Context: an optimization exercise on an open-source flow, tuned for small area. The choices shown serve that exercise and are no tape-out recipe. Only simulation tests tie the RTL to the original design; equivalence was not proved. Power figures rest on the tool's default switching activity, not on a simulated workload.

Design Gelu_Top, start of the top module:
module Gelu_Top
(
    input clk,
    input rst_n,
    input gelu,
    input [2:0]    in_scale,
    input [8 *32-1:0]    dat_in,
    output[8 *32-1:0]    dat_out,
    input  in_vld,
    output out_vld
);
wire [8 *32-1:0] y;
genvar i;
generate
    for (i = 0; i < 32; i = i + 1) begin : act
        Gelu u_Gelu (
            .in_scale (in_scale),
            .g        (gelu),
            .x        (dat_in[i*8 +: 8]),
            .y        (y[i*8 +: 8])
        );
    end
endgenerate
reg [8 *32-1:0] y_reg;
reg vld_reg;
always @(posedge clk) y_reg <= y;
always @(posedge clk or negedge rst_n)
    if (!rst_n) vld_reg <= 1'b0;
    else        vld_reg <= in_vld;
assign dat_out = y_reg;
assign out_vld = vld_reg;
endmodule
Settings: LEC_CHECK=0, ABC_AREA=1, CAP_MARGIN=20, CORE_MARGIN=2, CORE_UTILIZATION=40, GPL_TIMING_DRIVEN=0, SETUP_SLACK_MARGIN=0.1, SLEW_MARGIN=20; clock period 6.0 ns.
standard.sh (not shown) runs the stock make flow with config.mk's settings and CLKGATE_MAP_FILE= SYNTH_SCRIPT=/design/flow/synth_recipe.tcl, a recipe that flattens the netlist after the stock synthesis.
==> flow/flow/run.sh <==
#!/bin/bash
# Own layout flow: the standard ORFS flow (standard.sh) with these changes:
#  - synthesis maps the logic with an area-only ABC script (flow/abc_area.script:
#    no buffering/upsizing inside ABC; OpenROAD repairs timing later) and without
#    Yosys's full/half-adder extraction;
#  - ports are buffered with sky130_fd_sc_hd__buf_1;
#  - CTS adds no dummy loads.
# make's output goes to flow_make.log here; ORFS keeps each step's log under orfs/logs.
set -euo pipefail
W=$(pwd)
rm -rf "$W/scripts"
cp -r "$FLOW_HOME/scripts" "$W/scripts"
cp "$W/flow/abc_area.script" "$W/scripts/abc_area.script"
export SCRIPTS_DIR="$W/scripts"
bash standard.sh ADDER_MAP_FILE= \
  "BUFFER_PORTS_ARGS=-buffer_cell sky130_fd_sc_hd__buf_1" \
  "CTS_ARGS=-sink_clustering_enable -repair_clock_nets -dont_use_dummy_load" \
  finish > "$W/flow_make.log" 2>&1
==> flow/flow/abc_area.script <==
strash
dch
map -a
topo
stime -c
The first run passed the timing, DRC and antenna checks.
Edit:
--- a/flow/config.mk
+++ b/flow/config.mk
@@ -10,5 +10,5 @@
 export CORE_MARGIN = 2
-export CORE_UTILIZATION = 40
+export CORE_UTILIZATION = 30
 export GPL_TIMING_DRIVEN = 0
-export SETUP_SLACK_MARGIN = 0.1
+export SETUP_SLACK_MARGIN = 0.2
 export SLEW_MARGIN = 20
The changed run went through all stages and came out clean.
Synthesized cell count stays the same.
Via count grows by 2.0%.
Area after synthesis stays the same.
Routed wire length goes up by 4.9%.
Hold slack gains 0.032 ns.
First-iteration DRC count rises by 10%.
Global-route usage fell by 8.7 points.
Non-clock buffer count goes up by 35.
Edit:
==> flow/run.sh (new file) <==
#!/bin/bash
# synth_recipe.tcl (not shown) runs the flow's synth.tcl, then flattens the netlist and writes it again
# the make line also repeats each setting of config.mk as NAME=value (left out here)
make -C /OpenROAD-flow-scripts/flow DESIGN_CONFIG=/design/flow/config.mk WORK_HOME=/design/flow/orfs CLKGATE_MAP_FILE= SYNTH_SCRIPT=/design/flow/synth_recipe.tcl finish
removed: flow/flow/run.sh
removed: flow/flow/abc_area.script
removed: flow/standard.sh
Non-clock buffer count came out higher by 348.
Fmax went down by about 3%.
Worst setup slack got worse by 0.18 ns.
Combinational power rises by about 40%.
Power rose by about 25%.
Core utilization increases by 0.93 points.
Edit:
==> flow/flow/run.sh (new file) <==
#!/bin/bash
# Own layout flow: the standard ORFS flow (standard.sh) with these changes:
#  - synthesis maps the logic with an area-only ABC script (flow/abc_area.script:
#    no buffering/upsizing inside ABC; OpenROAD repairs timing later) and without
#    Yosys's full/half-adder extraction;
#  - ports are buffered with sky130_fd_sc_hd__buf_1;
#  - CTS adds no dummy loads.
# make's output goes to flow_make.log here; ORFS keeps each step's log under orfs/logs.
set -euo pipefail
W=$(pwd)
rm -rf "$W/scripts"
cp -r "$FLOW_HOME/scripts" "$W/scripts"
cp "$W/flow/abc_area.script" "$W/scripts/abc_area.script"
export SCRIPTS_DIR="$W/scripts"
bash standard.sh ADDER_MAP_FILE= \
  "BUFFER_PORTS_ARGS=-buffer_cell sky130_fd_sc_hd__buf_1" \
  "CTS_ARGS=-sink_clustering_enable -repair_clock_nets -dont_use_dummy_load" \
  finish > "$W/flow_make.log" 2>&1
==> flow/flow/abc_area.script (new file) <==
strash
dch
map -a
topo
stime -c
==> flow/standard.sh (new file) <==
#!/bin/bash
# synth_recipe.tcl (not shown) runs the flow's synth.tcl, then flattens the netlist and writes it again
# the make line also repeats each setting of config.mk as NAME=value (left out here)
make -C /OpenROAD-flow-scripts/flow DESIGN_CONFIG=/design/flow/config.mk WORK_HOME=/design/flow/orfs CLKGATE_MAP_FILE= SYNTH_SCRIPT=/design/flow/synth_recipe.tcl "${@:-finish}"
--- a/flow/config.mk
+++ b/flow/config.mk
@@ -10,5 +10,5 @@
 export CORE_MARGIN = 2
-export CORE_UTILIZATION = 30
+export CORE_UTILIZATION = 35
 export GPL_TIMING_DRIVEN = 0
-export SETUP_SLACK_MARGIN = 0.2
+export SETUP_SLACK_MARGIN = 0.1
 export SLEW_MARGIN = 20
removed: flow/run.sh
The changed run passed the timing, DRC and antenna checks.
Setup slack improves by 0.030 ns.
Non-clock buffer count shrinks by 373.
Synthesized cell count shrinks by 15%.
Die area fell by 29%.
Global-route usage decreases by 4.4 points.
Total power drops by 21%.
Final cell count shrinks by 17%.
Maximum frequency rises by 0.52%.
Core utilization rose by 4.5 points.
Routed wire length goes down by 35%.
Via count drops by 11%.
Edit:
==> flow/flow/run.sh (replaced) <==
#!/bin/bash
# Own layout flow: the standard ORFS flow (standard.sh) with these changes:
#  - synthesis maps the logic with its own ABC script (flow/abc_area.script: a
#    balanced AIG mapped for area under a 2.5 ns delay target, with no buffering or
#    upsizing inside ABC, as OpenROAD repairs timing later) and without
#    Yosys's full/half-adder extraction;
#  - ports are buffered with sky130_fd_sc_hd__buf_1;
#  - CTS clusters up to 20 sinks within 80 um per leaf buffer and adds no dummy loads.
# make's output goes to flow_make.log here; ORFS keeps each step's log under orfs/logs.
set -euo pipefail
W=$(pwd)
rm -rf "$W/scripts"
cp -r "$FLOW_HOME/scripts" "$W/scripts"
cp "$W/flow/abc_area.script" "$W/scripts/abc_area.script"
export SCRIPTS_DIR="$W/scripts"
bash standard.sh ADDER_MAP_FILE= \
  "BUFFER_PORTS_ARGS=-buffer_cell sky130_fd_sc_hd__buf_1" \
  "CTS_ARGS=-sink_clustering_enable -repair_clock_nets -dont_use_dummy_load -sink_clustering_size 20 -sink_clustering_max_diameter 80" \
  finish > "$W/flow_make.log" 2>&1
==> flow/flow/abc_area.script (replaced) <==
strash
&get -n
&b
&put
dch
map -D 2500
topo
--- a/flow/config.mk
+++ b/flow/config.mk
@@ -10,5 +10,5 @@
 export CORE_MARGIN = 2
-export CORE_UTILIZATION = 35
+export CORE_UTILIZATION = 40
 export GPL_TIMING_DRIVEN = 0
-export SETUP_SLACK_MARGIN = 0.1
+export SETUP_SLACK_MARGIN = 0.15
 export SLEW_MARGIN = 20
Clock-buffer cell count went down by 9.
Final cell count went down by 2.0%.
Hold slack got worse by 0.058 ns.
Total power went down by 5.3%.
Clock power went down by 19%.
Wire length went down by 2.6%.

---

## JK
Another version of the RTL of Gelu_Top (not shown whole).
For scale: ~7,100 cells after synthesis, ~260 flip-flops, ~520 I/O pins, roughly 39,000 um2 of cells after synthesis.
export LEC_CHECK = 0
export ABC_AREA = 1
export CAP_MARGIN = 20
export CORE_MARGIN = 2
export CORE_UTILIZATION = 40
export GPL_TIMING_DRIVEN = 0
export PLACE_DENSITY = 0.7
export SETUP_SLACK_MARGIN = 0.15
export SLEW_MARGIN = 20
create_clock -name core_clock -period 6.0 [get_ports {clk}]
==> flow/flow/run.sh <==
#!/bin/bash
# Own layout flow: the standard ORFS flow (standard.sh) with these changes:
#  - synthesis maps the logic with its own ABC script (flow/abc_area.script: a
#    balanced AIG mapped for area under a 2.8 ns delay target, with no buffering or
#    upsizing inside ABC, as OpenROAD repairs timing later) and without
#    Yosys's full/half-adder extraction;
#  - ports are buffered with sky130_fd_sc_hd__buf_1;
#  - CTS clusters up to 20 sinks within 80 um per leaf buffer and adds no dummy loads.
# make's output goes to flow_make.log here; ORFS keeps each step's log under orfs/logs.
set -euo pipefail
W=$(pwd)
rm -rf "$W/scripts"
cp -r "$FLOW_HOME/scripts" "$W/scripts"
cp "$W/flow/abc_area.script" "$W/scripts/abc_area.script"
export SCRIPTS_DIR="$W/scripts"
bash standard.sh ADDER_MAP_FILE= \
  "BUFFER_PORTS_ARGS=-buffer_cell sky130_fd_sc_hd__buf_1" \
  "CTS_ARGS=-sink_clustering_enable -repair_clock_nets -dont_use_dummy_load -sink_clustering_size 20 -sink_clustering_max_diameter 80" \
  finish > "$W/flow_make.log" 2>&1
==> flow/flow/abc_area.script <==
strash
&get -n
&b
&put
dch
map -D 2800
topo
--- input diff JK..MS ---
--- a/flow/flow/run.sh
+++ b/flow/flow/run.sh
@@ -3,3 +3,3 @@
 #  - synthesis maps the logic with its own ABC script (flow/abc_area.script: a
-#    balanced AIG mapped for area under a 2.8 ns delay target, with no buffering or
+#    balanced AIG mapped for area under a 2.5 ns delay target, with no buffering or
 #    upsizing inside ABC, as OpenROAD repairs timing later) and without
==> flow/flow/abc_area.script <==
strash
&get -n
&b
&put
dch
map -D 2500
topo
- Most common cell after layout, fill and taps aside: nand2_1 -> MS, nor2_1 -> JK
- For the first-iteration DRC count, MS came in about 14% higher than JK did.
- Tightest hold margin (lower): MS
- Against JK, number of standard cells after synthesis in MS rose by a few percent.
- MS vs JK: net count of the finished layout up
- On MS: required arrival time at the worst endpoint is 0.08 ns higher than what JK gave.
- Between JK and MS, the power is lower for JK.
- Number of multi-input logic gates in MS vs JK: up 281

[re-timing with driven ports]
The results above use ideal ports. As a check the final layouts listed here were re-extracted and re-timed, cells and wires unchanged.
Step 1, drivers: a clkbuf_16 drives clk and a buf_2 each remaining input, both assumed.
Step 2 adds t to the input delays and takes it off the output delays; t is the mean of the earliest and latest rising clock arrival at the registers after step 1. Input paths then give back, and output paths get back, about the clock's delay inside the block.
a / b / c = no drivers / after step 1 / after step 2; a / b = the first two.
run | t, ns | setup slack, ns | hold slack, ns | cell pins on the clock port's net
the first run of note 1 | 0.679 | 0.269 / 0.308 / -0.371 | 0.325 / 0.276 / 0.955 | 1
the second run of note 1 | 0.671 | 0.406 / 0.439 / -0.232 | 0.357 / 0.309 / 0.980 | 1
the third run of note 1 | 0.716 | 0.223 / 0.124 / -0.592 | 0.705 / 0.647 / 1.363 | 1
the fourth run of note 1 | 0.671 | 0.253 / 0.302 / -0.369 | 0.347 / 0.309 / 0.980 | 1
the fifth run of note 1 | 0.724 | 0.272 / 0.313 / -0.411 | 0.289 / 0.243 / 0.967 | 1
JK | 0.666 | 0.359 / 0.406 / -0.261 | 0.392 / 0.345 / 1.011 | 1
MS | 0.705 | 0.428 / 0.329 / -0.375 | 0.299 / 0.270 / 0.975 | 1
Met with ideal ports but missed after step 2: setup timing in every run listed. For the third run of note 1, which loses most, drivers alone change the setup slack by -0.099 ns; drivers and shift together by -0.815 ns.
